Background: an optimization exercise with open tools, aiming at a short achievable clock period and few clock cycles. Do not read the settings as production practice.
Only simulation tests tie the RTL to the original design; equivalence was not proved.
No activity file was given, so power comes from the tool's default toggle rates.

main:
## mips_multi_cycle
module mips_multi_cycle (rst, clk, memwrite, memread, adr, inst, writedata);
Size in the first run: roughly 100 I/O pins.
Settings: LEC_CHECK=0, ABC_CLOCK_PERIOD_IN_PS=2500, CAP_MARGIN=40, CORE_MARGIN=2, CORE_UTILIZATION=35, PLACE_DENSITY=0.5, SETUP_SLACK_MARGIN=4.2, SLEW_MARGIN=40, SYNTH_HIERARCHICAL=1; clock period 7.5 ns.
run.sh (not shown) runs the stock make flow with config.mk's settings and CLKGATE_MAP_FILE= SYNTH_SCRIPT=/design/flow/synth_recipe.tcl, a recipe that flattens the netlist after the stock synthesis.
main finished every stage and its layout cleared the timing, DRC and antenna checks.
Testbench counts of main, summed over its fixed seeds: cycles 63,068.
> inputs changed (main -> the feature branch)
--- a/flow/design.v
+++ b/flow/design.v
@@ -146,18 +146,19 @@
   reg [31:0] adr_q, wdata_q, pc_f;
   reg        memwrite_q, memread_q, mcyc;
   reg        mc_wh, mc_wl, mc_rs, mc_rt;        
   reg [31:1] wen;                               
   reg        m_lw;
   reg [4:0]  m_rt;
   reg        e_v;
   reg [31:0] e_a, e_b, e_sd, e_bt;
   reg        e_fa, e_fb, e_fsd;                   
+  reg        e_cab, e_crb, e_car, e_crr;          
   reg        e_add, e_sub, e_and, e_or, e_slt;    
   reg        e_lw, e_sw, e_beq, e_jr;
   reg        e_mem1, e_mem2;                      
   reg        e_rp;                                
   reg [31:0] e_pc;
   reg [4:0]  e_wr;
   reg [31:0] R;
   reg [4:0]  w_rd;
   reg [31:0] rf [1:31];
@@ -243,26 +244,25 @@
   wire [31:0] rf_rt = mc_rt ? rfc_rt : rfi_rt;
   wire        a_rf = !f_isJAL && !fW_rs && !fM_rs;
   wire        b_rf = !f_isJAL && !f_imm && !fW_rt && !fM_rt;
   wire        s_rf = !fW_rt && !fM_rt;
   wire [31:0] a_other = f_isJAL ? pc4_f : fW_rs ? R : inst;
   wire [31:0] b_other = f_isJAL ? 32'd0 : f_imm ? f_sext : fW_rt ? R : inst;
   wire [31:0] s_other = fW_rt ? R : inst;
   wire [31:0] r31_val = (w_rd == 5'd31) ? R : (m_lw && m_rt == 5'd31) ? inst : rf[31];
   wire f_jr31 = f_isJR && (f_rs == 5'd31) && !fE_rs;
+  wire f_fa = fE_rs && !f_isJAL;
+  wire f_fb = fE_rt && !f_isJAL && !f_imm;
   wire f_lu = (lu_rs && f_use_rs) || (lu_rt && (f_use_rtb || f_isSW));
   wire [31:0] opA = e_fa ? R : e_a;
   wire [31:0] opB = e_fb ? R : e_b;
   wire [31:0] sd  = e_fsd ? R : e_sd;
-  wire c_ab = !e_fa && !e_fb;
-  wire c_rb =  e_fa && !e_fb;
-  wire c_ar = !e_fa &&  e_fb;
-  wire c_rr =  e_fa &&  e_fb;
+  wire c_ab = e_cab, c_rb = e_crb, c_ar = e_car, c_rr = e_crr;
   wire [31:0] add_ab, add_rb, add_ar, sub_ab, sub_rb, sub_ar;
   wire        ltu_ab, ltu_rb, ltu_ar;
   add32 ADD_AB (e_a, e_b, add_ab);
   add32 ADD_RB (R, e_b, add_rb);
   add32 ADD_AR (e_a, R, add_ar);
   sub32 SUB_AB (e_a, e_b, sub_ab, ltu_ab);
   sub32 SUB_RB (R, e_b, sub_rb, ltu_rb);
   sub32 SUB_AR (e_a, R, sub_ar, ltu_ar);
   wire [31:0] add_r = ({32{c_ab}} & add_ab) | ({32{c_rb}} & add_rb) |
@@ -326,20 +326,24 @@
         if (wen[i]) rf[i] <= m_lw ? inst : R;
     end
   end
   always @(posedge clk) begin
     m_rt <= e_wr;
     wdata_q <= sd;
     e_a <= a_rf ? rf_rs : a_other;
     e_b <= b_rf ? rf_rt : b_other;
     e_sd <= s_rf ? rf_rt : s_other;
-    e_fa <= fE_rs && !f_isJAL;
-    e_fb <= fE_rt && !f_isJAL && !f_imm;
+    e_fa <= f_fa;
+    e_fb <= f_fb;
+    e_cab <= !f_fa && !f_fb;
+    e_crb <=  f_fa && !f_fb;
+    e_car <= !f_fa &&  f_fb;
+    e_crr <=  f_fa &&  f_fb;
     e_fsd <= fE_rt;
     e_bt <= f_btarget;
     e_add <= f_add;
     e_sub <= f_sub;
     e_and <= f_and;
     e_or  <= f_or;
     e_slt <= f_slt;
     e_lw <= f_isLW;
     e_sw <= f_isSW;
[summary]
The feature branch reports a higher number of antenna repair diodes than main does.
First-iteration DRC count came out lower on the feature branch than on main.
Relative to main, global-route met2 utilization has increased by 1.3 points in the feature branch.
The wire length reported by the detailed router reported for the feature branch is greater than that of main by 0.39%.
Flip-flop and latch count: main vs the feature branch, no meaningful difference
Post-synthesis to final-layout area growth, main and the feature branch: lower on main
There was hardly any difference in synthesized cell count between the feature branch and main.
Sort main and the feature branch by via count of the first global-routing pass asc -> top: main
Comparing main and the feature branch, highest attainable clock frequency is lower on the feature branch.
Share of the final layout cell area in sequential cells essentially unchanged between the feature branch and main.
Relative to main, the feature branch degrades cell leakage power.
Compared with main, post-route total power in the feature branch increased slightly.
Testbench counts of the feature branch, summed over its fixed seeds: cycles 63,068.

static timing again, ports no longer ideal:
The results above use ideal ports. As a check the final layouts listed here were re-extracted and re-timed, cells and wires unchanged. Step 1 sets driving cells, clkbuf_16 on the clock port and buf_2 on the other inputs (assumed; they add their load-dependent delay and slew). Step 2 adds t to the input delays and takes it off the output delays; t is the mean of the earliest and latest rising clock arrival at the registers after step 1. Input paths then give back, and output paths get back, about the clock's delay inside the block. Slacks: no drivers / after step 1 / after step 2; pairs: no drivers / after step 1.
run | t (ns) | setup WS [ns] | clock arrival spread, ns | worst register clock-pin slew, ns | worst data-port slew with drivers (ns)
main | 1.050 | 4.133 / 3.950 / 2.900 | 0.151 / 0.151 | 0.07 / 0.07 | 0.36
the feature branch | 1.002 | 3.947 / 3.741 / 2.739 | 0.123 / 0.123 | 0.07 / 0.07 | 0.45
After both steps setup and hold are still met in every run listed. The setup slack of main, which loses most, moves by -0.183 ns with the drivers and by -1.233 ns with both steps.
